From an optimization exercise on the open Yosys and OpenROAD flow, aimed at small area and a short achievable clock period; shortcuts taken in it are not production practice.
Function was not checked in any run shown here: the RTL went through the layout flow alone.
The flow treats the clock pin as an ideal source, which a real chip does not have.

## flow/config.mk

```make
export PLATFORM = sky130hd
export DESIGN_NAME = prng
export DESIGN_NICKNAME = prng
export VERILOG_FILES = /design/flow/design.v
export SDC_FILE = /design/flow/constraint.sdc
export NUM_CORES = 4
export LEC_CHECK = 0
export CAP_MARGIN = 20
export CORE_MARGIN = 2
export CORE_UTILIZATION = 50
export CTS_BUF_LIST = sky130_fd_sc_hd__clkbuf_4 sky130_fd_sc_hd__clkbuf_8
export SETUP_SLACK_MARGIN = 3.0
export SLEW_MARGIN = 20
export SYNTH_HIERARCHICAL = 1
```

## flow/standard.sh

```bash
#!/bin/bash
# synth_recipe.tcl (not shown) runs the flow's synth.tcl, then flattens the netlist and writes it again
# the make line also repeats each setting of config.mk as NAME=value (left out here)
make -C /OpenROAD-flow-scripts/flow DESIGN_CONFIG=/design/flow/config.mk WORK_HOME=/design/flow/orfs CLKGATE_MAP_FILE= SYNTH_SCRIPT=/design/flow/synth_recipe.tcl "${@:-finish}"
```

## flow/flow/skew.tcl

```tcl
# Useful clock skew between registers, run after clock tree synthesis
# (POST_CTS_TCL). It measures the worst setup and hold slack of every
# register-to-register path, and the worst slack of every path from an input
# and to an output, then asks skew.py for a later clock arrival for each
# register that shortens the period set by the register-to-register paths.
# Paths from the inputs and to the outputs get no gain from it: an input path
# must meet that period without the skew, and an output path must meet it with
# the skew. The delays are made by clock buffers put in front of the
# registers' clock pins.

set skew_dir [file dirname [file normalize [info script]]]
set work_dir [file dirname $skew_dir]
set_propagated_clock [all_clocks]
estimate_parasitics -placement

set regs [all_registers -cells]
set clkpin [dict create]
set dpin [dict create]
set cellof [dict create]
foreach r $regs {
  set n [get_full_name $r]
  dict set cellof $n $r
  foreach p [get_pins -of_objects $r] {
    set pn [get_property $p lib_pin_name]
    if { $pn == "CLK" } { dict set clkpin $n $p }
    if { $pn == "D" } { dict set dpin $n $p }
  }
}

set f [open $work_dir/skew_paths.txt w]
foreach r $regs {
  set n [get_full_name $r]
  set cp [dict get $clkpin $n]
  foreach {kind pd} {max max min min} {
    set paths [find_timing_paths -from $cp -path_delay $pd \
      -group_path_count 10000 -endpoint_path_count 1 -unique_paths_to_endpoint]
    foreach p $paths {
      set ep [get_property $p endpoint]
      set epn [get_full_name $ep]
      if { [get_property $ep direction] == "output" } {
        puts $f "out$kind $n - [get_property $p slack]"
      } else {
        set einst [get_full_name [get_cells -of_objects $ep]]
        puts $f "$kind $n $einst [get_property $p slack]"
      }
    }
  }
  set dp [dict get $dpin $n]
  foreach {kind pd} {inmax max inmin min} {
    set paths [find_timing_paths -from [all_inputs] -to $dp -path_delay $pd]
    foreach p $paths {
      puts $f "$kind - $n [get_property $p slack]"
    }
  }
}
close $f

set period [get_property [lindex [all_clocks] 0] period]
exec python3 $skew_dir/skew.py $work_dir/skew_paths.txt $period > $work_dir/skew_plan.txt
puts "skew plan:"
puts [exec cat $work_dir/skew_plan.txt]

set block [ord::get_db_block]
set stages {}
set level [dict create]
foreach line [split [exec cat $work_dir/skew_plan.txt] "\n"] {
  if { [lindex $line 0] == "stage" } { lappend stages [lrange $line 3 end] }
  if { [lindex $line 0] == "level" } { dict set level [lindex $line 1] [lindex $line 2] }
}
set nbuf 0
set drv_net ""
set k 0
foreach cells $stages {
  incr k
  set pins {}
  set sx 0
  set sy 0
  set np 0
  dict for {n lv} $level {
    if { $lv >= $k } {
      lappend pins [dict get $clkpin $n]
      set loc [[sta::sta_to_db_inst [dict get $cellof $n]] getLocation]
      set sx [expr { $sx + [lindex $loc 0] }]
      set sy [expr { $sy + [lindex $loc 1] }]
      incr np
    }
  }
  if { $np == 0 } { break }
  set xy [list [ord::dbu_to_microns [expr { $sx / $np }]] [ord::dbu_to_microns [expr { $sy / $np }]]]
  foreach cell $cells {
    if { $drv_net == "" } {
      set net [get_nets -of_objects [lindex $pins end]]
      insert_buffer -buffer_cell $cell -net $net -load_pins $pins -load_pins_on_diff_nets \
        -location $xy -buffer_name skewbuf_$nbuf -net_name skewnet_$nbuf
    } else {
      insert_buffer -buffer_cell $cell -net $drv_net -load_pins $pins \
        -location $xy -buffer_name skewbuf_$nbuf -net_name skewnet_$nbuf
    }
    set drv_net [get_nets skewnet_$nbuf]
    set bnet [$block findNet skewnet_$nbuf]
    if { $bnet ne "NULL" && $bnet ne "" } { $bnet setSigType CLOCK }
    incr nbuf
  }
}
puts "skew buffers inserted: $nbuf"

detailed_placement
check_placement -verbose
estimate_parasitics -placement
report_worst_slack -max
report_worst_slack -min
```

## flow/flow/run.sh

```bash
#!/bin/bash
# Standard layout with two changes: the smallest buffer on each port, and
# useful clock skew between registers after clock tree synthesis (skew.tcl).
export BUFFER_PORTS_ARGS="-buffer_cell sky130_fd_sc_hd__buf_1"
export POST_CTS_TCL="$PWD/flow/skew.tcl"
export SKIP_CTS_REPAIR_TIMING=1
bash standard.sh > standard.log 2>&1
```

## flow/design.v

```verilog
module prng (
    input logic [31:0] seed,
    output logic [31:0] rand_num,
    input logic clk,
    input logic rst
);
    logic [31:0] state;
    wire [30:0] x = state[30:0];
    wire [30:0] xn = ~state[30:0];
    wire [30:0] nxt;
    wire s0; wire c0;
    assign s0 = 1'b1 ^ x[2] ^ xn[0];
    assign c0 = (1'b1 & x[2]) | (1'b1 & xn[0]) | (x[2] & xn[0]);
    wire s1; wire c1;
    assign s1 = 1'b1 ^ x[3] ^ xn[1];
    assign c1 = (1'b1 & x[3]) | (1'b1 & xn[1]) | (x[3] & xn[1]);
    wire s2; wire c2;
    fa u2 (.a(x[4]), .b(xn[2]), .c(xn[0]), .s(s2), .co(c2));
    wire s3; wire c3;
    fa u3 (.a(x[5]), .b(xn[3]), .c(xn[1]), .s(s3), .co(c3));
    wire s4; wire c4;
    assign s4 = 1'b0 ^ x[4] ^ x[2];
    assign c4 = (1'b0 & x[4]) | (1'b0 & x[2]) | (x[4] & x[2]);
    wire s5; wire c5;
    fa u5 (.a(x[6]), .b(c3), .c(~s4), .s(s5), .co(c5));
    wire s6; wire c6;
    fa u6 (.a(x[7]), .b(xn[5]), .c(xn[3]), .s(s6), .co(c6));
    wire s7; wire c7;
    fa u7 (.a(x[0]), .b(~c4), .c(s6), .s(s7), .co(c7));
    wire s8; wire c8;
    fa u8 (.a(x[8]), .b(xn[6]), .c(xn[4]), .s(s8), .co(c8));
    wire s9; wire c9;
    fa u9 (.a(x[1]), .b(c6), .c(s8), .s(s9), .co(c9));
    wire s10; wire c10;
    assign s10 = 1'b1 ^ x[9] ^ x[2];
    assign c10 = (1'b1 & x[9]) | (1'b1 & x[2]) | (x[9] & x[2]);
    wire s11; wire c11;
    fa u11 (.a(xn[7]), .b(xn[5]), .c(xn[0]), .s(s11), .co(c11));
    wire s12; wire c12;
    fa u12 (.a(c8), .b(s10), .c(s11), .s(s12), .co(c12));
    wire s13; wire c13;
    fa u13 (.a(xn[8]), .b(xn[6]), .c(xn[1]), .s(s13), .co(c13));
    wire s14; wire c14;
    fa u14 (.a(x[10]), .b(x[3]), .c(c10), .s(s14), .co(c14));
    wire s15; wire c15;
    fa u15 (.a(c11), .b(s13), .c(c12), .s(s15), .co(c15));
    wire s16; wire c16;
    fa u16 (.a(xn[9]), .b(xn[7]), .c(xn[2]), .s(s16), .co(c16));
    wire s17; wire c17;
    fa u17 (.a(x[11]), .b(x[4]), .c(c13), .s(s17), .co(c17));
    wire s18; wire c18;
    fa u18 (.a(s16), .b(c14), .c(s17), .s(s18), .co(c18));
    wire s19; wire c19;
    assign s19 = 1'b1 ^ x[12] ^ x[5];
    assign c19 = (1'b1 & x[12]) | (1'b1 & x[5]) | (x[12] & x[5]);
    wire s20; wire c20;
    fa u20 (.a(xn[10]), .b(xn[8]), .c(xn[3]), .s(s20), .co(c20));
    wire s21; wire c21;
    fa u21 (.a(x[0]), .b(c16), .c(s19), .s(s21), .co(c21));
    wire s22; wire c22;
    fa u22 (.a(s20), .b(c17), .c(s21), .s(s22), .co(c22));
    wire s23; wire c23;
    assign s23 = 1'b0 ^ x[11] ^ x[9];
    assign c23 = (1'b0 & x[11]) | (1'b0 & x[9]) | (x[11] & x[9]);
    wire s24; wire c24;
    fa u24 (.a(x[6]), .b(xn[4]), .c(x[1]), .s(s24), .co(c24));
    wire s25; wire c25;
    fa u25 (.a(x[13]), .b(c19), .c(c20), .s(s25), .co(c25));
    wire s26; wire c26;
    fa u26 (.a(~s23), .b(s24), .c(c21), .s(s26), .co(c26));
    wire s27; wire c27;
    fa u27 (.a(s25), .b(c22), .c(s26), .s(s27), .co(c27));
    wire s28; wire c28;
    fa u28 (.a(xn[12]), .b(xn[10]), .c(xn[5]), .s(s28), .co(c28));
    wire s29; wire c29;
    fa u29 (.a(x[7]), .b(x[2]), .c(x[0]), .s(s29), .co(c29));
    wire s30; wire c30;
    fa u30 (.a(x[14]), .b(~c23), .c(c24), .s(s30), .co(c30));
    wire s31; wire c31;
    fa u31 (.a(s28), .b(s29), .c(c25), .s(s31), .co(c31));
    wire s32; wire c32;
    fa u32 (.a(s30), .b(c26), .c(s31), .s(s32), .co(c32));
    wire s33; wire c33;
    fa u33 (.a(x[8]), .b(x[3]), .c(x[1]), .s(s33), .co(c33));
    wire s34; wire c34;
    fa u34 (.a(xn[11]), .b(xn[6]), .c(xn[13]), .s(s34), .co(c34));
    wire s35; wire c35;
    fa u35 (.a(x[15]), .b(c28), .c(c29), .s(s35), .co(c35));
    wire s36; wire c36;
    fa u36 (.a(s33), .b(s34), .c(c30), .s(s36), .co(c36));
    wire s37; wire c37;
    fa u37 (.a(s35), .b(c31), .c(s36), .s(s37), .co(c37));
    wire s38; wire c38;
    fa u38 (.a(x[9]), .b(x[4]), .c(x[2]), .s(s38), .co(c38));
    wire s39; wire c39;
    fa u39 (.a(xn[12]), .b(xn[7]), .c(xn[14]), .s(s39), .co(c39));
    wire s40; wire c40;
    fa u40 (.a(x[16]), .b(c33), .c(c34), .s(s40), .co(c40));
    wire s41; wire c41;
    fa u41 (.a(s38), .b(s39), .c(c35), .s(s41), .co(c41));
    wire s42; wire c42;
    fa u42 (.a(s40), .b(c36), .c(s41), .s(s42), .co(c42));
    wire s43; wire c43;
    assign s43 = 1'b1 ^ x[10] ^ x[5];
    assign c43 = (1'b1 & x[10]) | (1'b1 & x[5]) | (x[10] & x[5]);
    wire s44; wire c44;
    fa u44 (.a(xn[8]), .b(x[3]), .c(xn[0]), .s(s44), .co(c44));
    wire s45; wire c45;
    fa u45 (.a(xn[13]), .b(xn[15]), .c(x[17]), .s(s45), .co(c45));
    wire s46; wire c46;
    fa u46 (.a(c38), .b(s43), .c(s44), .s(s46), .co(c46));
    wire s47; wire c47;
    fa u47 (.a(c39), .b(s45), .c(c40), .s(s47), .co(c47));
    wire s48; wire c48;
    fa u48 (.a(s46), .b(c41), .c(s47), .s(s48), .co(c48));
    wire s49; wire c49;
    fa u49 (.a(x[11]), .b(x[6]), .c(x[4]), .s(s49), .co(c49));
    wire s50; wire c50;
    fa u50 (.a(xn[9]), .b(xn[1]), .c(xn[14]), .s(s50), .co(c50));
    wire s51; wire c51;
    fa u51 (.a(xn[16]), .b(c43), .c(c44), .s(s51), .co(c51));
    wire s52; wire c52;
    fa u52 (.a(x[18]), .b(s49), .c(s50), .s(s52), .co(c52));
    wire s53; wire c53;
    fa u53 (.a(c45), .b(c46), .c(s51), .s(s53), .co(c53));
    wire s54; wire c54;
    fa u54 (.a(s52), .b(c47), .c(s53), .s(s54), .co(c54));
    wire s55; wire c55;
    fa u55 (.a(x[12]), .b(x[7]), .c(x[5]), .s(s55), .co(c55));
    wire s56; wire c56;
    fa u56 (.a(xn[10]), .b(xn[2]), .c(x[0]), .s(s56), .co(c56));
    wire s57; wire c57;
    fa u57 (.a(xn[15]), .b(xn[17]), .c(x[19]), .s(s57), .co(c57));
    wire s58; wire c58;
    fa u58 (.a(c49), .b(s55), .c(s56), .s(s58), .co(c58));
    wire s59; wire c59;
    fa u59 (.a(c50), .b(c51), .c(s57), .s(s59), .co(c59));
    wire s60; wire c60;
    fa u60 (.a(s58), .b(c52), .c(c53), .s(s60), .co(c60));
    wire s61; wire c61;
    fa u61 (.a(s59), .b(c54), .c(s60), .s(s61), .co(c61));
    wire s62; wire c62;
    fa u62 (.a(x[8]), .b(x[6]), .c(x[1]), .s(s62), .co(c62));
    wire s63; wire c63;
    fa u63 (.a(xn[11]), .b(xn[3]), .c(x[13]), .s(s63), .co(c63));
    wire s64; wire c64;
    fa u64 (.a(xn[16]), .b(xn[18]), .c(x[20]), .s(s64), .co(c64));
    wire s65; wire c65;
    fa u65 (.a(c55), .b(c56), .c(s62), .s(s65), .co(c65));
    wire s66; wire c66;
    fa u66 (.a(s63), .b(c57), .c(s64), .s(s66), .co(c66));
    wire s67; wire c67;
    fa u67 (.a(c58), .b(s65), .c(c59), .s(s67), .co(c67));
    wire s68; wire c68;
    fa u68 (.a(s66), .b(c60), .c(s67), .s(s68), .co(c68));
    wire s69; wire c69;
    fa u69 (.a(x[9]), .b(x[7]), .c(x[2]), .s(s69), .co(c69));
    wire s70; wire c70;
    fa u70 (.a(xn[12]), .b(xn[4]), .c(x[14]), .s(s70), .co(c70));
    wire s71; wire c71;
    fa u71 (.a(xn[17]), .b(xn[19]), .c(c62), .s(s71), .co(c71));
    wire s72; wire c72;
    fa u72 (.a(x[21]), .b(c63), .c(s69), .s(s72), .co(c72));
    wire s73; wire c73;
    fa u73 (.a(s70), .b(c64), .c(c65), .s(s73), .co(c73));
    wire s74; wire c74;
    fa u74 (.a(s71), .b(s72), .c(c66), .s(s74), .co(c74));
    wire s75; wire c75;
    fa u75 (.a(s73), .b(c67), .c(s74), .s(s75), .co(c75));
    wire s76; wire c76;
    assign s76 = 1'b1 ^ x[10] ^ x[8];
    assign c76 = (1'b1 & x[10]) | (1'b1 & x[8]) | (x[10] & x[8]);
    wire s77; wire c77;
    fa u77 (.a(xn[5]), .b(x[3]), .c(xn[0]), .s(s77), .co(c77));
    wire s78; wire c78;
    fa u78 (.a(xn[13]), .b(x[15]), .c(xn[18]), .s(s78), .co(c78));
    wire s79; wire c79;
    fa u79 (.a(xn[20]), .b(c69), .c(s76), .s(s79), .co(c79));
    wire s80; wire c80;
    fa u80 (.a(x[22]), .b(s77), .c(c70), .s(s80), .co(c80));
    wire s81; wire c81;
    fa u81 (.a(s78), .b(c71), .c(c72), .s(s81), .co(c81));
    wire s82; wire c82;
    fa u82 (.a(s79), .b(s80), .c(c73), .s(s82), .co(c82));
    wire s83; wire c83;
    fa u83 (.a(s81), .b(c74), .c(s82), .s(s83), .co(c83));
    wire s84; wire c84;
    fa u84 (.a(x[11]), .b(x[9]), .c(x[4]), .s(s84), .co(c84));
    wire s85; wire c85;
    fa u85 (.a(xn[6]), .b(xn[1]), .c(xn[14]), .s(s85), .co(c85));
    wire s86; wire c86;
    fa u86 (.a(x[16]), .b(c76), .c(c77), .s(s86), .co(c86));
    wire s87; wire c87;
    fa u87 (.a(xn[19]), .b(xn[21]), .c(s84), .s(s87), .co(c87));
    wire s88; wire c88;
    fa u88 (.a(x[23]), .b(s85), .c(c78), .s(s88), .co(c88));
    wire s89; wire c89;
    fa u89 (.a(c79), .b(s86), .c(c80), .s(s89), .co(c89));
    wire s90; wire c90;
    fa u90 (.a(s87), .b(s88), .c(c81), .s(s90), .co(c90));
    wire s91; wire c91;
    fa u91 (.a(s89), .b(c82), .c(s90), .s(s91), .co(c91));
    wire s92; wire c92;
    fa u92 (.a(x[12]), .b(x[10]), .c(x[5]), .s(s92), .co(c92));
    wire s93; wire c93;
    fa u93 (.a(xn[7]), .b(xn[2]), .c(xn[15]), .s(s93), .co(c93));
    wire s94; wire c94;
    fa u94 (.a(x[17]), .b(xn[20]), .c(c84), .s(s94), .co(c94));
    wire s95; wire c95;
    fa u95 (.a(xn[22]), .b(s92), .c(c85), .s(s95), .co(c95));
    wire s96; wire c96;
    fa u96 (.a(x[24]), .b(s93), .c(c86), .s(s96), .co(c96));
    wire s97; wire c97;
    fa u97 (.a(c87), .b(s94), .c(s95), .s(s97), .co(c97));
    wire s98; wire c98;
    fa u98 (.a(c88), .b(s96), .c(c89), .s(s98), .co(c98));
    wire s99; wire c99;
    fa u99 (.a(s97), .b(c90), .c(s98), .s(s99), .co(c99));
    wire s100; wire c100;
    fa u100 (.a(x[11]), .b(x[6]), .c(x[0]), .s(s100), .co(c100));
    wire s101; wire c101;
    fa u101 (.a(xn[8]), .b(xn[3]), .c(x[13]), .s(s101), .co(c101));
    wire s102; wire c102;
    fa u102 (.a(xn[16]), .b(x[18]), .c(c92), .s(s102), .co(c102));
    wire s103; wire c103;
    fa u103 (.a(xn[21]), .b(s100), .c(xn[23]), .s(s103), .co(c103));
    wire s104; wire c104;
    fa u104 (.a(s101), .b(c93), .c(x[25]), .s(s104), .co(c104));
    wire s105; wire c105;
    fa u105 (.a(c94), .b(s102), .c(c95), .s(s105), .co(c105));
    wire s106; wire c106;
    fa u106 (.a(s103), .b(s104), .c(c96), .s(s106), .co(c106));
    wire s107; wire c107;
    fa u107 (.a(c97), .b(s105), .c(s106), .s(s107), .co(c107));
    wire s108; wire c108;
    fa u108 (.a(c98), .b(s107), .c(c99), .s(s108), .co(c108));
    wire s109; wire c109;
    fa u109 (.a(x[12]), .b(x[7]), .c(x[1]), .s(s109), .co(c109));
    wire s110; wire c110;
    fa u110 (.a(xn[9]), .b(xn[4]), .c(x[14]), .s(s110), .co(c110));
    wire s111; wire c111;
    fa u111 (.a(xn[17]), .b(x[19]), .c(c100), .s(s111), .co(c111));
    wire s112; wire c112;
    fa u112 (.a(c101), .b(xn[22]), .c(s109), .s(s112), .co(c112));
    wire s113; wire c113;
    fa u113 (.a(s110), .b(xn[24]), .c(x[26]), .s(s113), .co(c113));
    wire s114; wire c114;
    fa u114 (.a(c102), .b(s111), .c(c103), .s(s114), .co(c114));
    wire s115; wire c115;
    fa u115 (.a(s112), .b(c104), .c(s113), .s(s115), .co(c115));
    wire s116; wire c116;
    fa u116 (.a(c105), .b(s114), .c(c106), .s(s116), .co(c116));
    wire s117; wire c117;
    fa u117 (.a(s115), .b(c107), .c(s116), .s(s117), .co(c117));
    wire s118; wire c118;
    fa u118 (.a(xn[10]), .b(x[8]), .c(xn[5]), .s(s118), .co(c118));
    wire s119; wire c119;
    fa u119 (.a(x[2]), .b(x[13]), .c(x[15]), .s(s119), .co(c119));
    wire s120; wire c120;
    fa u120 (.a(xn[18]), .b(x[20]), .c(c109), .s(s120), .co(c120));
    wire s121; wire c121;
    fa u121 (.a(s118), .b(c110), .c(xn[23]), .s(s121), .co(c121));
    wire s122; wire c122;
    fa u122 (.a(xn[25]), .b(s119), .c(x[27]), .s(s122), .co(c122));
    wire s123; wire c123;
    fa u123 (.a(c111), .b(c112), .c(s120), .s(s123), .co(c123));
    wire s124; wire c124;
    fa u124 (.a(s121), .b(c113), .c(s122), .s(s124), .co(c124));
    wire s125; wire c125;
    fa u125 (.a(c114), .b(s123), .c(c115), .s(s125), .co(c125));
    wire s126; wire c126;
    fa u126 (.a(s124), .b(c116), .c(s125), .s(s126), .co(c126));
    wire s127; wire c127;
    fa u127 (.a(xn[11]), .b(x[9]), .c(xn[6]), .s(s127), .co(c127));
    wire s128; wire c128;
    fa u128 (.a(x[3]), .b(x[14]), .c(x[16]), .s(s128), .co(c128));
    wire s129; wire c129;
    fa u129 (.a(xn[19]), .b(c118), .c(x[21]), .s(s129), .co(c129));
    wire s130; wire c130;
    fa u130 (.a(s127), .b(c119), .c(xn[24]), .s(s130), .co(c130));
    wire s131; wire c131;
    fa u131 (.a(s128), .b(xn[26]), .c(x[28]), .s(s131), .co(c131));
    wire s132; wire c132;
    fa u132 (.a(c120), .b(s129), .c(c121), .s(s132), .co(c132));
    wire s133; wire c133;
    fa u133 (.a(s130), .b(c122), .c(s131), .s(s133), .co(c133));
    wire s134; wire c134;
    fa u134 (.a(c123), .b(s132), .c(c124), .s(s134), .co(c134));
    wire s135; wire c135;
    fa u135 (.a(s133), .b(c125), .c(s134), .s(s135), .co(c135));
    wire s136; wire c136;
    fa u136 (.a(xn[12]), .b(x[10]), .c(xn[7]), .s(s136), .co(c136));
    wire s137; wire c137;
    fa u137 (.a(x[4]), .b(x[15]), .c(x[17]), .s(s137), .co(c137));
    wire s138; wire c138;
    fa u138 (.a(xn[20]), .b(c127), .c(s136), .s(s138), .co(c138));
    wire s139; wire c139;
    fa u139 (.a(x[22]), .b(c128), .c(xn[25]), .s(s139), .co(c139));
    wire s140; wire c140;
    fa u140 (.a(xn[27]), .b(s137), .c(x[29]), .s(s140), .co(c140));
    wire s141; wire c141;
    fa u141 (.a(c129), .b(s138), .c(c130), .s(s141), .co(c141));
    wire s142; wire c142;
    fa u142 (.a(s139), .b(c131), .c(s140), .s(s142), .co(c142));
    wire s143; wire c143;
    fa u143 (.a(c132), .b(s141), .c(c133), .s(s143), .co(c143));
    wire s144; wire c144;
    fa u144 (.a(s142), .b(c134), .c(s143), .s(s144), .co(c144));
    wire s145;
    assign s145 = x[11] ^ x[5] ^ x[0];
    wire s146;
    assign s146 = x[8] ^ x[13] ^ xn[16];
    wire s147;
    assign s147 = x[18] ^ c136 ^ xn[21];
    wire s148;
    assign s148 = s145 ^ x[23] ^ c137;
    wire s149;
    assign s149 = s146 ^ x[26] ^ x[28];
    wire s150;
    assign s150 = x[30] ^ c138 ^ s147;
    wire s151;
    assign s151 = c139 ^ s148 ^ c140;
    wire s152;
    assign s152 = ~s149 ^ s150 ^ c141;
    wire s153;
    assign s153 = c142 ^ s151 ^ s152;
    wire s154;
    assign s154 = c143 ^ s153 ^ c144;
    wire [30:0] ra, rb;
    assign ra[0] = x[0];
    assign rb[0] = 1'b1;
    assign ra[1] = x[1];
    assign rb[1] = 1'b0;
    assign ra[2] = s0;
    assign rb[2] = 1'b0;
    assign ra[3] = c0;
    assign rb[3] = s1;
    assign ra[4] = c1;
    assign rb[4] = s2;
    assign ra[5] = c2;
    assign rb[5] = s3;
    assign ra[6] = s5;
    assign rb[6] = 1'b0;
    assign ra[7] = c5;
    assign rb[7] = s7;
    assign ra[8] = c7;
    assign rb[8] = s9;
    assign ra[9] = c9;
    assign rb[9] = s12;
    assign ra[10] = s14;
    assign rb[10] = s15;
    assign ra[11] = c15;
    assign rb[11] = s18;
    assign ra[12] = c18;
    assign rb[12] = s22;
    assign ra[13] = s27;
    assign rb[13] = 1'b0;
    assign ra[14] = c27;
    assign rb[14] = s32;
    assign ra[15] = c32;
    assign rb[15] = s37;
    assign ra[16] = c37;
    assign rb[16] = s42;
    assign ra[17] = c42;
    assign rb[17] = s48;
    assign ra[18] = c48;
    assign rb[18] = s54;
    assign ra[19] = s61;
    assign rb[19] = 1'b0;
    assign ra[20] = c61;
    assign rb[20] = s68;
    assign ra[21] = c68;
    assign rb[21] = s75;
    assign ra[22] = c75;
    assign rb[22] = s83;
    assign ra[23] = c83;
    assign rb[23] = s91;
    assign ra[24] = c91;
    assign rb[24] = s99;
    assign ra[25] = s108;
    assign rb[25] = 1'b0;
    assign ra[26] = c108;
    assign rb[26] = s117;
    assign ra[27] = c117;
    assign rb[27] = s126;
    assign ra[28] = c126;
    assign rb[28] = s135;
    assign ra[29] = c135;
    assign rb[29] = s144;
    assign ra[30] = s154;
    assign rb[30] = 1'b0;
    wire [30:0] g0 = ra & rb;
    wire [30:0] p0 = ra ^ rb;
    wire gg1 = g0[1] | (p0[1] & g0[0]);
    wire gg2 = g0[2] | (p0[2] & gg1);
    wire gg3 = g0[3] | (p0[3] & g0[2]);
    wire pp3 = p0[3] & p0[2];
    wire gg4 = gg3 | (pp3 & gg1);
    wire gg5 = g0[4] | (p0[4] & g0[3]);
    wire pp5 = p0[4] & p0[3];
    wire gg6 = gg5 | (pp5 & gg2);
    wire gg7 = g0[5] | (p0[5] & g0[4]);
    wire pp7 = p0[5] & p0[4];
    wire gg8 = gg7 | (pp7 & g0[3]);
    wire pp8 = pp7 & p0[3];
    wire gg9 = gg8 | (pp8 & gg2);
    wire gg10 = g0[6] | (p0[6] & gg9);
    wire gg11 = g0[7] | (p0[7] & g0[6]);
    wire pp11 = p0[7] & p0[6];
    wire gg12 = gg11 | (pp11 & gg9);
    wire gg13 = g0[8] | (p0[8] & g0[7]);
    wire pp13 = p0[8] & p0[7];
    wire gg14 = gg13 | (pp13 & gg10);
    wire gg15 = g0[9] | (p0[9] & g0[8]);
    wire pp15 = p0[9] & p0[8];
    wire gg16 = gg15 | (pp15 & gg11);
    wire pp16 = pp15 & pp11;
    wire gg17 = gg16 | (pp16 & gg9);
    wire gg18 = g0[10] | (p0[10] & gg15);
    wire pp18 = p0[10] & pp15;
    wire gg19 = gg18 | (pp18 & gg12);
    wire gg20 = g0[11] | (p0[11] & g0[10]);
    wire pp20 = p0[11] & p0[10];
    wire gg21 = gg20 | (pp20 & gg17);
    wire gg22 = g0[12] | (p0[12] & gg20);
    wire pp22 = p0[12] & pp20;
    wire gg23 = gg22 | (pp22 & gg17);
    wire gg24 = g0[13] | (p0[13] & gg23);
    wire gg25 = g0[14] | (p0[14] & g0[13]);
    wire pp25 = p0[14] & p0[13];
    wire gg26 = gg25 | (pp25 & gg23);
    wire gg27 = g0[15] | (p0[15] & g0[14]);
    wire pp27 = p0[15] & p0[14];
    wire gg28 = gg27 | (pp27 & g0[13]);
    wire pp28 = pp27 & p0[13];
    wire gg29 = gg28 | (pp28 & gg23);
    wire gg30 = g0[16] | (p0[16] & g0[15]);
    wire pp30 = p0[16] & p0[15];
    wire gg31 = gg30 | (pp30 & g0[14]);
    wire pp31 = pp30 & p0[14];
    wire gg32 = gg31 | (pp31 & gg24);
    wire gg33 = g0[17] | (p0[17] & g0[16]);
    wire pp33 = p0[17] & p0[16];
    wire gg34 = gg33 | (pp33 & gg27);
    wire pp34 = pp33 & pp27;
    wire gg35 = gg34 | (pp34 & gg24);
    wire gg36 = g0[18] | (p0[18] & g0[17]);
    wire pp36 = p0[18] & p0[17];
    wire gg37 = gg36 | (pp36 & gg30);
    wire pp37 = pp36 & pp30;
    wire gg38 = gg37 | (pp37 & gg26);
    wire gg39 = g0[18] | (p0[18] & gg33);
    wire pp39 = p0[18] & pp33;
    wire gg40 = g0[19] | (p0[19] & gg39);
    wire pp40 = p0[19] & pp39;
    wire gg41 = gg40 | (pp40 & gg29);
    wire gg42 = g0[20] | (p0[20] & g0[19]);
    wire pp42 = p0[20] & p0[19];
    wire gg43 = gg42 | (pp42 & gg38);
    wire gg44 = g0[21] | (p0[21] & g0[20]);
    wire pp44 = p0[21] & p0[20];
    wire gg45 = gg44 | (pp44 & g0[19]);
    wire pp45 = pp44 & p0[19];
    wire gg46 = gg45 | (pp45 & gg38);
    wire gg47 = g0[22] | (p0[22] & g0[21]);
    wire pp47 = p0[22] & p0[21];
    wire gg48 = gg47 | (pp47 & gg42);
    wire pp48 = pp47 & pp42;
    wire gg49 = gg48 | (pp48 & gg38);
    wire gg50 = g0[23] | (p0[23] & g0[22]);
    wire pp50 = p0[23] & p0[22];
    wire gg51 = gg50 | (pp50 & gg44);
    wire pp51 = pp50 & pp44;
    wire gg52 = gg51 | (pp51 & gg41);
    wire gg53 = g0[24] | (p0[24] & g0[23]);
    wire pp53 = p0[24] & p0[23];
    wire gg54 = gg53 | (pp53 & gg47);
    wire pp54 = pp53 & pp47;
    wire gg55 = gg54 | (pp54 & gg43);
    wire gg56 = g0[24] | (p0[24] & gg50);
    wire pp56 = p0[24] & pp50;
    wire gg57 = g0[25] | (p0[25] & gg56);
    wire pp57 = p0[25] & pp56;
    wire gg58 = gg57 | (pp57 & gg46);
    wire gg59 = g0[26] | (p0[26] & g0[25]);
    wire pp59 = p0[26] & p0[25];
    wire gg60 = gg59 | (pp59 & gg55);
    wire gg61 = g0[27] | (p0[27] & g0[26]);
    wire pp61 = p0[27] & p0[26];
    wire gg62 = gg61 | (pp61 & g0[25]);
    wire pp62 = pp61 & p0[25];
    wire gg63 = gg62 | (pp62 & gg55);
    wire gg64 = g0[28] | (p0[28] & g0[27]);
    wire pp64 = p0[28] & p0[27];
    wire gg65 = gg64 | (pp64 & gg59);
    wire pp65 = pp64 & pp59;
    wire gg66 = gg65 | (pp65 & gg55);
    wire gg67 = g0[29] | (p0[29] & g0[28]);
    wire pp67 = p0[29] & p0[28];
    wire gg68 = gg67 | (pp67 & gg61);
    wire pp68 = pp67 & pp61;
    wire gg69 = gg68 | (pp68 & gg58);
    wire gg70 = g0[29] | (p0[29] & gg64);
    wire pp70 = p0[29] & pp64;
    wire gg71 = g0[30] | (p0[30] & gg70);
    wire pp71 = p0[30] & pp70;
    wire gg72 = gg71 | (pp71 & gg60);
    assign nxt[0] = p0[0];
    assign nxt[1] = p0[1] ^ g0[0];
    assign nxt[2] = p0[2] ^ gg1;
    assign nxt[3] = p0[3] ^ gg2;
    assign nxt[4] = p0[4] ^ gg4;
    assign nxt[5] = p0[5] ^ gg6;
    assign nxt[6] = p0[6] ^ gg9;
    assign nxt[7] = p0[7] ^ gg10;
    assign nxt[8] = p0[8] ^ gg12;
    assign nxt[9] = p0[9] ^ gg14;
    assign nxt[10] = p0[10] ^ gg17;
    assign nxt[11] = p0[11] ^ gg19;
    assign nxt[12] = p0[12] ^ gg21;
    assign nxt[13] = p0[13] ^ gg23;
    assign nxt[14] = p0[14] ^ gg24;
    assign nxt[15] = p0[15] ^ gg26;
    assign nxt[16] = p0[16] ^ gg29;
    assign nxt[17] = p0[17] ^ gg32;
    assign nxt[18] = p0[18] ^ gg35;
    assign nxt[19] = p0[19] ^ gg38;
    assign nxt[20] = p0[20] ^ gg41;
    assign nxt[21] = p0[21] ^ gg43;
    assign nxt[22] = p0[22] ^ gg46;
    assign nxt[23] = p0[23] ^ gg49;
    assign nxt[24] = p0[24] ^ gg52;
    assign nxt[25] = p0[25] ^ gg55;
    assign nxt[26] = p0[26] ^ gg58;
    assign nxt[27] = p0[27] ^ gg60;
    assign nxt[28] = p0[28] ^ gg63;
    assign nxt[29] = p0[29] ^ gg66;
    assign nxt[30] = p0[30] ^ gg69;
    always_ff @(posedge clk) begin
        if (rst) begin
            state <= seed;
        end else begin
            state <= {1'b0, nxt};
        end
        rand_num <= state;
    end
endmodule
module fa (
    input  logic a,
    input  logic b,
    input  logic c,
    output logic s,
    output logic co
);
    assign s = a ^ b ^ c;
    assign co = (a & b) | (a & c) | (b & c);
endmodule
```

## flow/flow/skew.py

```python
#!/usr/bin/env python3
"""Plan a later clock arrival for registers (useful skew).

usage: skew.py PATHS PERIOD

PATHS holds lines "kind from to slack" as skew.tcl writes them. A delay D[r]
(>= 0) on register r's clock changes a register-to-register path s->e by
D[s] - D[e]. The plan finds the smallest period T such that:
  setup   (PERIOD - slack) + D[s] - D[e] <= T      for register pairs
  hold    slack + D[s] - D[e] >= HOLD_MARGIN
  output  (PERIOD - slack) + D[s] <= T            (the skew may only hurt)
  input   (PERIOD - slack) <= T                   (no gain from the skew)
  D[r] <= DMAX
and prints, for each register that needs a delay, a chain of delay cells.
"""
import sys

DMAX = 1.2
HOLD_MARGIN = 0.2
LEVEL_COST = 0.15
# cells and the delay each adds in front of one register's clock pin (ns)
CELLS = [
    ('sky130_fd_sc_hd__clkbuf_1', 0.09, 3.75),
    ('sky130_fd_sc_hd__dlygate4sd1_1', 0.20, 8.76),
    ('sky130_fd_sc_hd__clkdlybuf4s50_1', 0.46, 10.01),
]

path_file, period = sys.argv[1], float(sys.argv[2])
setup, hold, outp, inp, inhold = {}, {}, {}, {}, {}
regs = set()
for line in open(path_file):
    f = line.split()
    if len(f) != 4:
        continue
    kind, s, e, sl = f[0], f[1], f[2], float(f[3])
    if kind == 'max':
        setup[(s, e)] = min(setup.get((s, e), 1e9), sl)
        regs.update((s, e))
    elif kind == 'min':
        hold[(s, e)] = min(hold.get((s, e), 1e9), sl)
        regs.update((s, e))
    elif kind == 'outmax':
        outp[s] = min(outp.get(s, 1e9), sl)
        regs.add(s)
    elif kind == 'inmax':
        inp[e] = min(inp.get(e, 1e9), sl)
        regs.add(e)
    elif kind == 'inmin':
        inhold[e] = min(inhold.get(e, 1e9), sl)
        regs.add(e)
regs = sorted(regs)
idx = {r: i + 1 for i, r in enumerate(regs)}


def solve(T):
    # difference constraints x[b] >= x[a] + w as edges (a, b, w); longest path
    edges = []
    for r in regs:
        ub = DMAX
        if r in inhold:
            ub = min(ub, max(0.0, inhold[r] - HOLD_MARGIN))
        if r in outp:
            ub = min(ub, T - (period - outp[r]))
        if ub < 0:
            return None
        edges.append((0, idx[r], 0.0))
        edges.append((idx[r], 0, -ub))
    for (s, e), sl in setup.items():
        d = period - sl
        if s == e:
            if d > T:
                return None
            continue
        edges.append((idx[s], idx[e], d - T))
    for (s, e), sl in hold.items():
        if s == e:
            continue
        # D[e] - D[s] <= sl - margin
        edges.append((idx[e], idx[s], -max(0.0, sl - HOLD_MARGIN)))
    for e, sl in inp.items():
        if period - sl > T:
            return None
    n = len(regs) + 1
    x = [0.0] + [-1e18] * (n - 1)
    for it in range(n + 1):
        changed = False
        for a, b, w in edges:
            if x[a] > -1e17 and x[a] + w > x[b] + 1e-9:
                x[b] = x[a] + w
                changed = True
        if not changed:
            return {r: x[idx[r]] for r in regs}
        if x[0] > 1e-9:
            return None
    return None


t0 = max([period - sl for sl in setup.values()] + [period - sl for sl in inp.values()]
         + [period - sl for sl in outp.values()])
lo, hi = 0.0, t0
if solve(hi) is None:
    print(f'# no skew plan (T0 {t0:.3f})')
    sys.exit(0)
for _ in range(40):
    m = (lo + hi) / 2
    if solve(m) is None:
        lo = m
    else:
        hi = m
T = hi
D = solve(T)
print(f'# period without skew {t0:.3f}, with skew {T:.3f}')


CELL_D = {c[0]: c[1] for c in CELLS}


def chain(delta):
    # fewest-area chain of cells whose delay is closest to delta
    best = None
    for a in range(0, 4):
        for b in range(0, 4):
            for c in range(0, 4):
                if a + b + c == 0 or a + b + c > 4:
                    continue
                n = (a, b, c)
                d = sum(k * cell[1] for k, cell in zip(n, CELLS))
                area = sum(k * cell[2] for k, cell in zip(n, CELLS))
                cost = abs(d - delta) + 0.004 * area
                if best is None or cost < best[0]:
                    best = (cost, n)
    out = []
    for k, cell in zip(best[1], CELLS):
        out += [cell[0]] * k
    return out


# Shared delays: the registers are put on a few levels; level k is reached
# through a cascade of delay stages, each stage driving the registers of its
# level and the next stage.
need = sorted((D[r], r) for r in regs if D[r] >= 0.06)
if not need:
    sys.exit(0)
vals = [v for v, _ in need]


def levels_for(k):
    # 1-D k-means on the wanted delays
    cent = [vals[int((i + 0.5) * len(vals) / k)] for i in range(k)]
    for _ in range(50):
        groups = [[] for _ in cent]
        for v in vals:
            groups[min(range(k), key=lambda i: abs(v - cent[i]))].append(v)
        cent = [sum(g) / len(g) if g else c for g, c in zip(groups, cent)]
    err = sum(min(abs(v - c) for c in cent) for v in vals)
    return sorted(cent), err


best = None
for k in range(1, 7):
    cent, err = levels_for(k)
    cost = err + LEVEL_COST * k
    if best is None or cost < best[0]:
        best = (cost, cent)
cent = best[1]
prev = 0.0
real = 0.0
lev_of = {r: min(range(len(cent)), key=lambda i: abs(v - cent[i])) + 1 for v, r in need}
for k, c in enumerate(cent, 1):
    # each stage ends in a stronger buffer that drives its registers and the
    # next stage
    nload = sum(1 for r in lev_of if lev_of[r] == k) + (1 if k < len(cent) else 0)
    driver = ('sky130_fd_sc_hd__clkbuf_8', 0.12) if nload > 3 else ('sky130_fd_sc_hd__clkbuf_4', 0.12)
    rest = c - real - driver[1]
    cells = chain(rest) if rest > 0.05 else []
    cells.append(driver[0])
    real += sum(CELL_D.get(x, driver[1]) for x in cells)
    print('stage', k, f'{c:.3f}', ' '.join(cells))
for v, r in need:
    print('level', r, lev_of[r], f'{v:.3f}')
```

## flow/constraint.sdc

```tcl
create_clock -name core_clock -period 7.0 [get_ports {clk}]
set_input_delay 1.4000 -clock core_clock [delete_from_list [all_inputs] [get_ports {clk}]]
set_output_delay 1.4000 -clock core_clock [all_outputs]
set_load 0.01 [all_outputs]
```

==> summary.txt, run 1 <==
initial antenna violation count=0; clock sink count=64; synth cell count leaders=fa_1, dfxtp_1, inv_1; Placer Congestion=0.916; vias after detailed routing=3598; CP arrival=5.25 ns; predominant post-synthesis flop cell=dfxtp_1; Crit Path Class=flip-flop to flip-flop; area of the core=11400 um^2; Routed WL per cell=20.0 um; EDFF count, synth=0; Area contributors post-synth=fa_1, dfxtp_1, ha_1; worst slew pin tran=0.538 ns; post-synth net total=676; Total GRT Usage=0.246; Final setup viols=0; sequential area share after synthesis=0.219; Final Hold Fails=0; Yosys cell types=37; Avg Synthesized Cell Area=12.4 um^2; Max Freq=261 MHz; worst-skew pair later-pin latency=1.53 ns; Slew Viols, Final=0; CP required=8.42 ns; synthesized cell area=5840 um^2; clk_skew=1.18 ns; fin crit share=0.547; HP Class=input port to flip-flop; die area=12600 um^2; Initial Util=0.512; cell count of the worst reg-to-reg path=12; global-route wire length before repair=22600 um; dominant cell type by area after synthesis=fa_1; Cells after Synth=470; 1st-iter DRT viols=160; Routed Antenna Nets=0; largest net degree at the start of global routing=58; HPWL after detailed placement=11300 um; most common cell in the netlist=fa_1; # DRC=0; CTS tree=built; vias per cell=5.16; n_diodes=0; Final nets=755; Hold Crit Depth=3; Worst-path clk slew=0.08 ns; Startpoint Class=flip-flop; Die X-Extent=112 um; Synthesis Warnings=7; Port Buffer Count=65; Synth Register Bits=64; area grow syn2layout=14.9%; Ports=66; drt first pass iters=4; ys async rst share=0; Rows=39; Detailed Route WL=13900 um; vias in the first global route=4061; share of post-route cells with drive strength above 1=0.153; minimum hold slack=0.0935 ns; unrepaired setup endpoints after global routing=true; Crit. End Element=flip-flop; Tmin final=3.83 ns; status=finished clean; Remaining Overflow, GRT=0; Die Height=112 um; Slew headroom=0.642; worst-path fanout max=4; area share of the largest cell type after synthesis=0.469; setup_tns=0 ns; Max Cap Viol=0
==> Yosys stat by module, one instance, submodules excluded <==
| module | flip-flops and latches | cells inside | times used | cell area, um^2 |
|---|---|---|---|---|
| prng | 64 | 333 | 1 | 3100 |
| fa | 0 | 1 | 137 | 20.0 |
==> stage by stage <==
stage / cells / utilization / cell area [um^2] / setup slack, ns
2_1_floorplan: 470 / - / 6010 / 2.75
3_3_place_gp: 673 / 0.562 / 6420 / 2.32
3_5_place_dp: 673 / 0.562 / 6420 / 2.38
5_1_grt: 697 / 0.588 / 6720 / 2.95
6_report: 697 / 0.588 / 6720 / 3.17
==> path summary, 6_finish.rpt <==
check                   end      start  slack, ns
hold reg to reg   state[30]   state[8]       0.18
hold / removal    state[28]   seed[28]       0.09
setup reg to reg  state[30]  state[20]       3.17
setup / recovery  state[30]  state[20]       3.17
==> worst max-delay path, stage by stage, from the launching register on <==
cell and delay [ns]:
dfxtp_1 0.49, inv_1 0.22, fa_1 0.48, fa_1 0.44, fa_1 0.46, fa_1 0.39, fa_1 0.42, ha_4 0.24
a31oi_1 0.16, a21boi_4 0.28, o211ai_2 0.10, xnor2_1 0.14, mux2_2 0.25
==> registers in the layout, indices dropped and copies added (netlist names) <==
signal / flops
rand_num: 32
state: 32
==> logic make-up (layout without fill, tap and decap cells) <==
group,count (synthesis),after routing,share of synthesized area
mux,7,7,0.0133
simple gates,55,55,0.0424
fa+ha+maj,172,172,0.544
buf+inv,59,143,0.0379
flops,64,64,0.219
xor+xnor,43,43,0.0644
compound gates,70,70,0.0786
==> placed cells by master (no fill, tap or decap), types with 6 or more instances in the layout <==
cell type  Yosys  layout
clkbuf_8       0      11
inv_1         53      43
ha_1          35      30
dfxtp_4        0      12
nand2_1       34      33
xor2_1        12      12
o21ai_0       26      26
buf_1          0      64
fa_2           0      11
inv_2          0       6
xnor2_1       31      31
dfxtp_1       64      48
mux2_2         6       6
a21oi_1       15      14
fa_1         137     126
==> area by class of cell, clock buffers not listed <==
cell class	count	area (um^2)
repair buffers	66	253
multi-input cells	347	4460
well taps	143	179
flip-flops and latches	64	1330
inverters	53	211
clock inverters	6	83.8
fillers	975	4700
==> routing by layer <==
| layer | share of wire | wire length [um] | global-route usage | vias to the layer above |
|---|---|---|---|---|
| li1 | - | - | - | 1675 |
| met1 | 0.45 | 6210 | 0.356 | 1785 |
| met2 | 0.46 | 6420 | 0.372 | 120 |
| met3 | 0.077 | 1070 | 0.0567 | 18 |
| met4 | 0.017 | 238 | 0.0772 | 0 |
| met5 | 0 | 0 | 0 | - |
==> run 2: changes to the inputs <==
--- a/flow/flow/skew.py
+++ b/flow/flow/skew.py
@@ -17,5 +17,5 @@
 
 DMAX = 1.2
-HOLD_MARGIN = 0.2
+HOLD_MARGIN = 0.3
 LEVEL_COST = 0.15
 # cells and the delay each adds in front of one register's clock pin (ns)
--- a/flow/config.mk
+++ b/flow/config.mk
@@ -10,4 +10,5 @@
 export CORE_UTILIZATION = 50
 export CTS_BUF_LIST = sky130_fd_sc_hd__clkbuf_4 sky130_fd_sc_hd__clkbuf_8
+export HOLD_SLACK_MARGIN = 0.15
 export SETUP_SLACK_MARGIN = 3.0
 export SLEW_MARGIN = 20
==> summary.txt, run 2 <==
ys async rst share=0 (unchanged); area share of the largest cell type after synthesis=0.469 (unchanged); clock sink count=64 (unchanged); drt first pass iters=4 (unchanged); most frequent cells in the layout=fa_1, buf_1, dfxtp_1, inv_1, nand2_1; Remaining Overflow, GRT=0 (unchanged); dominant cell type by area after synthesis=fa_1; HP Class=input port to flip-flop; global-route wire length before repair=22800 um (+0.55%); Slew headroom=0.645 (+0.00313); Max Freq=259 MHz (-0.87%); Crit. End Element=flip-flop; fin area=6750 um^2 (+0.58%); placed inst area=6420 um^2 (unchanged); HPWL after detailed placement=11300 um (unchanged); predominant post-synthesis flop cell=dfxtp_1; Final WS setup=3.14 ns (-0.0336 ns); share of post-route cells with drive strength above 1=0.161 (+0.00786); die area=12600 um^2 (unchanged); Total GRT Usage=0.247 (+0.00120); Routed WL per cell=20.1 um (+0.33%); Die Height=112 um (unchanged); Slew Viols, Final=0 (unchanged); Tmin final=3.86 ns (+0.0336 ns); vias in the first global route=4068 (+0.17%); Rows=39 (unchanged); 1st-iter DRT viols=233 (+46%); Port Buffer Count=65 (unchanged); Crit Path Class=flip-flop to flip-flop; post-layout util=0.591 (+0.00340); worst-skew pair later-pin latency=1.48 ns (-0.05 ns); Placer Congestion=0.916 (unchanged); vias per cell=5.18 (+0.37%); largest net degree at the start of global routing=58 (unchanged); unrepaired setup endpoints after global routing=false; Startpoint Class=flip-flop; worst slew pin tran=0.533 ns (-0.00470 ns); initial antenna violation count=0 (unchanged); sequential area share after synthesis=0.219 (unchanged); clk_skew=1.13 ns (-0.0553 ns); Max Cap Viol=0 (unchanged); # DRC=0 (unchanged); post-synth net total=676 (unchanged); Final Hold Fails=0 (unchanged); Final nets=759 (+0.53%); Ports=66 (unchanged); CP arrival=4.93 ns (-0.32 ns); Area contributors post-synth=fa_1, dfxtp_1, ha_1; Worst-path clk slew=0.07 ns (about the same); status=finished clean; Detailed Route WL=14100 um (+0.91%); Cells after Synth=470 (unchanged); n_diodes=0 (unchanged); Avg Synthesized Cell Area=12.4 um^2 (unchanged); most common cell in the netlist=fa_1; setup_tns=0 ns (unchanged); Synthesis Warnings=7 (unchanged); Synth Register Bits=64 (unchanged); largest registers=rand_num: 32 flops, state: 32 flops; Die X-Extent=112 um (unchanged); area grow syn2layout=15.6%; EDFF count, synth=0 (unchanged); synthesized cell area=5840 um^2 (unchanged); synth cell count leaders=fa_1, dfxtp_1, inv_1; CP required=8.07 ns (-0.35 ns); Routed Antenna Nets=0 (unchanged); Yosys cell types=37 (unchanged); Place WS=2.38 ns (unchanged); Final setup viols=0 (unchanged); CTS tree=built; Initial Util=0.512 (unchanged); vias after detailed routing=3632 (+0.94%); area of the core=11400 um^2 (unchanged); worst-path fanout max=4 (unchanged); fin crit share=0.552 (+0.00480); commonest non-fill, non-tap cell in the layout=fa_1
[run 2: cell counts after synthesis]
No cell type changed its count.
[run 2: cell type report, clock buffers not listed]
type / count / area [um^2]
flip-flops and latches: 64 / 1330
repair buffers: 70 / 285
well taps: 143 / 179
clock inverters: 6 / 83.8
fillers: 973 / 4660
multi-input cells: 347 / 4460
inverters: 53 / 211
[run 2: logic make-up after synthesis]
kind of cell | Yosys count | synth area share
flip-flops | 64 | 0.219
XOR/XNOR | 43 | 0.0644
adder cells (fa/ha/maj) | 172 | 0.544
AO/OA/AOI/OAI | 70 | 0.0786
buffers and inverters | 59 | 0.0379
multiplexers | 7 | 0.0133
AND/OR/NAND/NOR | 55 | 0.0424
[run 2: critical path, stage by stage (launching register included)]
cell	delay (ns)
dfxtp_1	0.49
fa_1	0.50
fa_2	0.38
fa_1	0.49
fa_1	0.57
ha_4	0.23
nand2_2	0.07
nor3_2	0.04
and2_1	0.14
a221o_2	0.43
nor2_4	0.14
o21ai_0	0.12
xnor2_1	0.18
o21ai_0	0.09
[run 2: layer usage]
metal,wire length [um],up-vias,track usage
met2,6560,102,0.376
met5,0,-,0
met1,6460,1830,0.358
met3,839,16,0.0578
met4,217,0,0.0748
li1,-,1684,-
[run 2: through the flow]
step | hold slack (ns) | std cells
global route | 0.151 | 701
global placement | 0.310 | 673
floorplan | 0.310 | 470
detailed placement | 0.313 | 673
finish | 0.156 | 701
[run 2: Yosys stat by module, one instance, submodules excluded]
module	times used	flip-flops and latches	area, um^2
prng	1	64	3100
fa	137	0	20.0
[run 2: final timing paths]
kind / start / to / slack, ns / depth (start not counted)
hold / removal: seed[28] / state[28] / 0.16 / 3
hold reg to reg: state[8] / state[30] / 0.24 / 7
setup reg to reg: state[19] / state[24] / 3.14 / 13
setup / recovery: state[19] / state[24] / 3.14 / 13

## static timing again, ports no longer ideal
In the flow no input, the clock included, has a driving cell. The finished layouts below were timed again as built, in two steps. Step 1 (the two cells are an assumption about what drives the block):
set clk [get_ports {clk}]
set_driving_cell -lib_cell sky130_fd_sc_hd__clkbuf_16 $clk
set_driving_cell -lib_cell sky130_fd_sc_hd__buf_2 [delete_from_list [all_inputs] $clk]
Step 2, shift: input delay + t, output delay - t, t = (earliest + latest rising clock arrival at the registers) / 2. This alone moves slack from input paths to output paths. a / b / c = ideal / step 1 / step 2; a / b = the first two.
run | t (ns) | setup WS [ns] | clock arrival spread, ns | worst data-port slew with drivers (ns) | pins driven straight from the clock port
run 1 | 0.973 | 3.171 / 3.171 / 3.171 | 1.186 / 1.186 | 0.04 | 1
run 2 | 0.947 | 3.137 / 3.137 / 3.137 | 1.130 / 1.130 | 0.04 | 1
Clock arrivals are far apart in run 1 and run 2, so t is only a midpoint there and step 2 fits no single register.
